Background: an optimization exercise with open tools, aiming at small area, a short achievable clock period and few clock cycles per item. Do not read the settings as production practice. Only simulation tests tie the RTL to the original design; equivalence was not proved. Power and IR drop assume default switching activity.

Setup of 06-11:
==> flow/design.v (excerpt) <==
module projectCPU2020(
  clk,
  rst,
  wrEn,
  data_fromRAM,
  addr_toRAM,
  data_toRAM,
  PC,
  W
);
Size in the first run: ~600 cells after synthesis, roughly 34 flip-flops, about 77 I/O pins, about 4800 µm² of cells after synthesis.
==> flow/config.mk <==
export PLATFORM = sky130hd
export DESIGN_NAME = projectCPU2020
export DESIGN_NICKNAME = projectCPU2020
export VERILOG_FILES = /design/flow/design.v
export SDC_FILE = /design/flow/constraint.sdc
export NUM_CORES = 4
export LEC_CHECK = 0
export CAP_MARGIN = 20
export CORE_MARGIN = 2
export CORE_UTILIZATION = 40
export SETUP_SLACK_MARGIN = 3.5
export SLEW_MARGIN = 20
==> flow/constraint.sdc <==
create_clock -name core_clock -period 6.0 [get_ports {clk}]
set_input_delay 1.2000 -clock core_clock [delete_from_list [all_inputs] [get_ports {clk}]]
set_output_delay 1.2000 -clock core_clock [all_outputs]
set_load 0.01 [all_outputs]
run.sh (not shown) runs the stock make flow with config.mk's settings and CLKGATE_MAP_FILE= SYNTH_SCRIPT=/design/flow/synth_recipe.tcl, a recipe that flattens the netlist after the stock synthesis.
06-11: no failed stages, no open violations at the end
Testbench counts of 06-11, summed over its fixed seeds: cycles 56,082, instructions 26,571.
For 11-03, these inputs were changed with respect to 06-11:
# 06-11
export LEC_CHECK = 0
export CAP_MARGIN = 20
export CORE_MARGIN = 2
export CORE_UTILIZATION = 40
export SETUP_SLACK_MARGIN = 3.5
export SLEW_MARGIN = 20
create_clock -name core_clock -period 6.0 [get_ports {clk}]
# 11-03
export LEC_CHECK = 0
export CAP_MARGIN = 20
export CORE_MARGIN = 2
export CORE_UTILIZATION = 40
export SETUP_SLACK_MARGIN = 2.5
export SLEW_MARGIN = 20
create_clock -name core_clock -period 6.0 [get_ports {clk}]
11-03 and 06-11 ended up with nearly the same count of state elements after synthesis.
Time the worst path needs with I/O delays and setup for 11-03: 0.036 ns up relative to 06-11
NOTE: count of clock-buffer cells in the layout in 11-03 exceeds that of 06-11
Against 06-11 as the reference, 11-03 delivers a lower growth of design area from synthesis to finish.
11-03: combinational power share 1.7 points below 06-11
Across both runs, clock power share was lower for 11-03 than for 06-11.

---

job 101:
The RTL this note starts from:
==> flow/design.v <==
module projectCPU2020(
  clk,
  rst,
  wrEn,
  data_fromRAM,
  addr_toRAM,
  data_toRAM,
  PC,
  W
);
input clk, rst;
input wire [15:0] data_fromRAM;
output reg [15:0] data_toRAM;
output reg wrEn;
output reg [12:0] addr_toRAM;
output reg [12:0] PC;
output reg [15:0] W;
localparam S_D = 2'd0, S_I = 2'd1, S_E = 2'd2, S_K = 2'd3;
reg [1:0] state;
reg [2:0] opcode;
wire [15:0] s = data_fromRAM;
wire [2:0]  op_in = s[15:13];
wire        a_zero = (s[12:0] == 13'd0);
wire [12:0] pc_inc = PC + 13'd1;
wire [3:0]  n = s[3:0];
wire        c_shr = ~|s[15:4];                  
wire        c_shl = ~|s[15:5] & s[4];           
wire        left = (|s[15:6]) | s[4];           
wire [3:0]  r = left ? (~n + 4'd1) : n;
wire [15:0] x1 = r[0] ? {W[0], W[15:1]} : W;
wire [15:0] x2 = r[1] ? {x1[1:0], x1[15:2]} : x1;
wire [15:0] x4 = r[2] ? {x2[3:0], x2[15:4]} : x2;
wire [15:0] x8 = r[3] ? {x4[7:0], x4[15:8]} : x4;
reg  [15:0] t, keep;
integer k;
always @* begin
  for (k = 0; k < 16; k = k + 1)
    t[k] = (k >= n);
  for (k = 0; k < 16; k = k + 1)
    keep[k] = ~(c_shr | c_shl) | (c_shl & t[k]) | (c_shr & t[15-k]);
end
wire [15:0] w_shift = x8 & keep;
reg [15:0] w_alu;
always @* begin
  case (opcode)
    3'b000: w_alu = W + s;
    3'b001: w_alu = ~(W | s);
    3'b010: w_alu = w_shift;
    3'b011: w_alu = {15'd0, W > s};
    3'b101: w_alu = s;
    default: w_alu = W;
  endcase
end
wire sel_pc = (state == S_K) || (state == S_E && opcode != 3'b111);
wire st_d = (state == S_D);
wire st_i = (state == S_I);
wire a_or = |{s[12:2], s[0]};
always @* begin
  data_toRAM = W;
  addr_toRAM = sel_pc ? pc_inc : s[12:0];
  if (st_d && !a_or) addr_toRAM[1] = 1'b1;
  wrEn = (st_d && op_in == 3'b110 && (a_or || s[1])) ||
         (st_i && opcode == 3'b110);
end
always @(posedge clk) begin
  if (rst) begin
    state <= S_K;
    opcode <= 3'd0;
    PC <= 13'h1fff;
    W <= 16'd0;
  end else begin
    case (state)
      S_D: begin
        opcode <= op_in;
        state <= a_zero ? S_I : S_E;
      end
      S_I: state <= S_E;
      S_E: begin
        state <= (opcode == 3'b100 && s == 16'd0) ? S_K : S_D;
        PC <= addr_toRAM;
        W <= w_alu;
      end
      default: begin
        state <= S_D;
        PC <= addr_toRAM;
      end
    endcase
  end
end
endmodule
export LEC_CHECK = 0
export CAP_MARGIN = 20
export CORE_MARGIN = 2
export CORE_UTILIZATION = 50
export SETUP_SLACK_MARGIN = 2.3
export SLEW_MARGIN = 20
create_clock -name core_clock -period 6.0 [get_ports {clk}]
standard.sh (not shown) runs the stock make flow with config.mk's settings and CLKGATE_MAP_FILE= SYNTH_SCRIPT=/design/flow/synth_recipe.tcl, a recipe that flattens the netlist after the stock synthesis.
==> flow/flow/run.sh <==
#!/bin/bash
# The standard layout, with these changes:
#  - synthesis runs ORFS's own synth.tcl, patched (patch_synth.py) so that
#    ABC first maps the logic cone of the memory outputs (addr_toRAM, wrEn)
#    on its own with the standard speed script, then maps the rest with
#    flow/main.abc (area recovery under a delay target) in place of
#    abc_speed.script, and without full-adder extraction. The registers,
#    their cells and names are those of the standard synthesis.
#  - the buffers ABC inserted are removed at floorplan (REMOVE_ABC_BUFFERS),
#    leaving buffering to the resizer.
#  - the ports get plain buffers (buf_1) instead of delay cells.
# Each tool's output goes to make_synth.log and make_layout.log here (and
# ORFS's own per-step logs under orfs/logs).
set -euo pipefail
here=$(pwd)
rm -rf "$here/scripts_custom"
cp -r "$FLOW_HOME/scripts" "$here/scripts_custom"
python3 "$here/flow/patch_synth.py" "$here/scripts_custom/synth.tcl"
cp "$FLOW_HOME/scripts/abc_speed.script" "$here/scripts_custom/abc_fast.script"
if [[ -f "$here/flow/main.abc" ]]; then cp "$here/flow/main.abc" "$here/scripts_custom/abc_speed.script"; fi
if [[ -f "$here/flow/no_extract_fa" ]]; then export NO_EXTRACT_FA=1; fi
SCRIPTS_DIR="$here/scripts_custom" bash standard.sh synth > make_synth.log 2>&1
unset NO_EXTRACT_FA
export REMOVE_ABC_BUFFERS=1
export BUFFER_PORTS_ARGS="-buffer_cell sky130_fd_sc_hd__buf_1"
bash standard.sh > make_layout.log 2>&1
==> flow/flow/main.abc <==
strash
balance -l; resub -K 6 -l; rewrite -l; resub -K 6 -N 2 -l; refactor -l; resub -K 8 -l; balance -l; resub -K 8 -N 2 -l; rewrite -l; resub -K 10 -l; rewrite -z -l; resub -K 10 -N 2 -l; balance -l; resub -K 12 -l; refactor -z -l; resub -K 12 -N 2 -l; rewrite -z -l; balance -l
dch
map -D 1000
topo
stime -p
==> flow/flow/no_extract_fa <==
present: synthesis skips full-adder extraction
==> flow/flow/patch_synth.py <==
import sys
p = sys.argv[1]
s = open(p).read()
old = "  log_cmd abc {*}$abc_args\n"
new = '''  # the cone of the memory address and write enable: map it on its own first
  select -set oc o:wrEn o:addr_toRAM %ci*:-sky130_fd_sc_hd__dfxtp_1
  log_cmd abc {*}[lreplace $abc_args 1 1 $::env(SCRIPTS_DIR)/abc_fast.script] @oc
  select -clear
  log_cmd abc {*}$abc_args
'''
assert s.count(old) == 1
s = s.replace(old, new)
old = "  extract_fa {*}[dont_use_extract_fa_args]\n"
assert s.count(old) == 1
s = s.replace(old, "  if {![info exists ::env(NO_EXTRACT_FA)]} { extract_fa {*}[dont_use_extract_fa_args] }\n")
open(p, 'w').write(s)
Testbench counts of job 101, summed over its fixed seeds: cycles 56,242, instructions 26,571.
The following lists how job 102 was set up differently from job 101:
-- flow/flow/run.sh --
<<< job 101, line 2
# The standard layout, with these changes:
>>> job 102, line 2
# The standard layout, with two changes:
<<< job 101, line 5
#    on its own with the standard speed script, then maps the rest with
#    flow/main.abc (area recovery under a delay target) in place of
#    abc_speed.script, and without full-adder extraction. The registers,
#    their cells and names are those of the standard synthesis.
#  - the buffers ABC inserted are removed at floorplan (REMOVE_ABC_BUFFERS),
#    leaving buffering to the resizer.
>>> job 102, line 5
#    on its own, then the rest; optionally without full-adder extraction.
#    The registers, their cells and names are those of the standard synthesis.
<<< job 101, line 12
# Each tool's output goes to make_synth.log and make_layout.log here (and
# ORFS's own per-step logs under orfs/logs).
>>> job 102, line 8
-- flow/config.mk --
<<< job 101, line 10
export CORE_UTILIZATION = 50
export SETUP_SLACK_MARGIN = 2.3
>>> job 102, line 10
export CORE_UTILIZATION = 40
export SETUP_SLACK_MARGIN = 2.2
removed: flow/flow/main.abc
Job 102 falls short of job 101 in final area. Taking job 102 as 1.0, job 101 lands at 0.826 on width of the die. Min worst setup slack across job 101 and job 102: job 102. Between job 101 and job 102, the flow reports number of filler instances in the final layout increasing by more than half. Routed metal-1 wirelength sits higher in job 102 than in job 101. Side by side, overall fraction of global-route tracks in use turned out lower in job 102 than in job 101. Compared with job 101, area enclosed by the die boundary in job 102 increased by more than a quarter. Against job 101, job 102 reports a post-CTS clock slew at the launch and capture registers of the worst setup and hold paths that is lower.
Setup changes, job 102 to job 103
==> flow/flow/main.abc (new file) <==
strash
balance -l; resub -K 6 -l; rewrite -l; resub -K 6 -N 2 -l; refactor -l; resub -K 8 -l; balance -l; resub -K 8 -N 2 -l; rewrite -l; resub -K 10 -l; rewrite -z -l; resub -K 10 -N 2 -l; balance -l; resub -K 12 -l; refactor -z -l; resub -K 12 -N 2 -l; rewrite -z -l; balance -l
dch
map -D 1600
topo
stime -p
-- flow/config.mk --
<<< job 102, line 10
export CORE_UTILIZATION = 40
>>> job 103, line 10
export CORE_UTILIZATION = 60
Findings:
Lower worst hold margin was reported by job 103, not job 102.
Minimum setup slack in the final design, job 102 and job 103: smaller value in job 102
Delta (job 103 minus job 102): maximum operating frequency shows an increase of about 0.4%, synthesized cell count rose 54, critical path depth moved down, total instance count after detailed placement shows an increase of 46.
For the post-route total power, job 103 came in about 2% lower than job 102 did.
What job 104 does differently from job 103 at the input level:
-- flow/flow/main.abc --
<<< job 103, line 4
map -D 1600
>>> job 104, line 4
map -D 1000
-- flow/config.mk --
<<< job 103, line 11
>>> job 104, line 11
export CTS_BUF_LIST = sky130_fd_sc_hd__clkbuf_4 sky130_fd_sc_hd__clkbuf_8
Notes after the runs:
- Timing, DRC, antenna: 0 failures across job 104 and job 103
- As far as area taken by multi-input logic gates goes, job 103 and job 104 are indistinguishable; the numbers are identical.
- As far as upper clock frequency limit goes, job 103 and job 104 are indistinguishable; the numbers are identical.
- From job 104 to job 103, global-route usage did not move at all.

-- separate check: timing with driven ports --
Ports are ideal in the flow. The routed layouts listed here were re-timed in OpenROAD.
Step 1 sets driving cells, clkbuf_16 on the clock port and buf_2 on the other inputs (assumed; they add their load-dependent delay and slew).
Step 2 adds t to the input delays and takes it off the output delays; t is the mean of the earliest and latest rising clock arrival at the registers after step 1. Input paths then give back, and output paths get back, about the clock's delay inside the block.
Slacks: ideal ports / drivers / drivers and shift; pairs: ideal ports / drivers.
run | t, ns | slack for setup (ns) | hold WS [ns] | worst register clock-pin slew, ns | pins driven straight from the clock port
06-11 | 0.327 | 2.430 / 2.391 / 2.148 | 0.530 / 0.530 / 0.530 | 0.06 / 0.06 | 1
11-03 | 0.328 | 2.393 / 2.345 / 2.105 | 0.510 / 0.510 / 0.510 | 0.06 / 0.06 | 1
job 101 | 0.330 | 2.403 / 2.376 / 2.100 | 0.538 / 0.538 / 0.538 | 0.09 / 0.09 | 1
job 102 | 0.331 | 2.219 / 2.225 / 1.894 | 0.631 / 0.631 / 0.631 | 0.06 / 0.06 | 1
job 103 | 0.330 | 2.235 / 2.210 / 1.966 | 0.552 / 0.552 / 0.552 | 0.08 / 0.08 | 1
job 104 | 0.330 | 2.235 / 2.210 / 1.966 | 0.552 / 0.552 / 0.552 | 0.08 / 0.08 | 1
After both steps setup and hold are still met in every run listed. For job 102, which loses most, drivers alone change the setup slack by +0.006 ns; drivers and shift together by -0.325 ns.
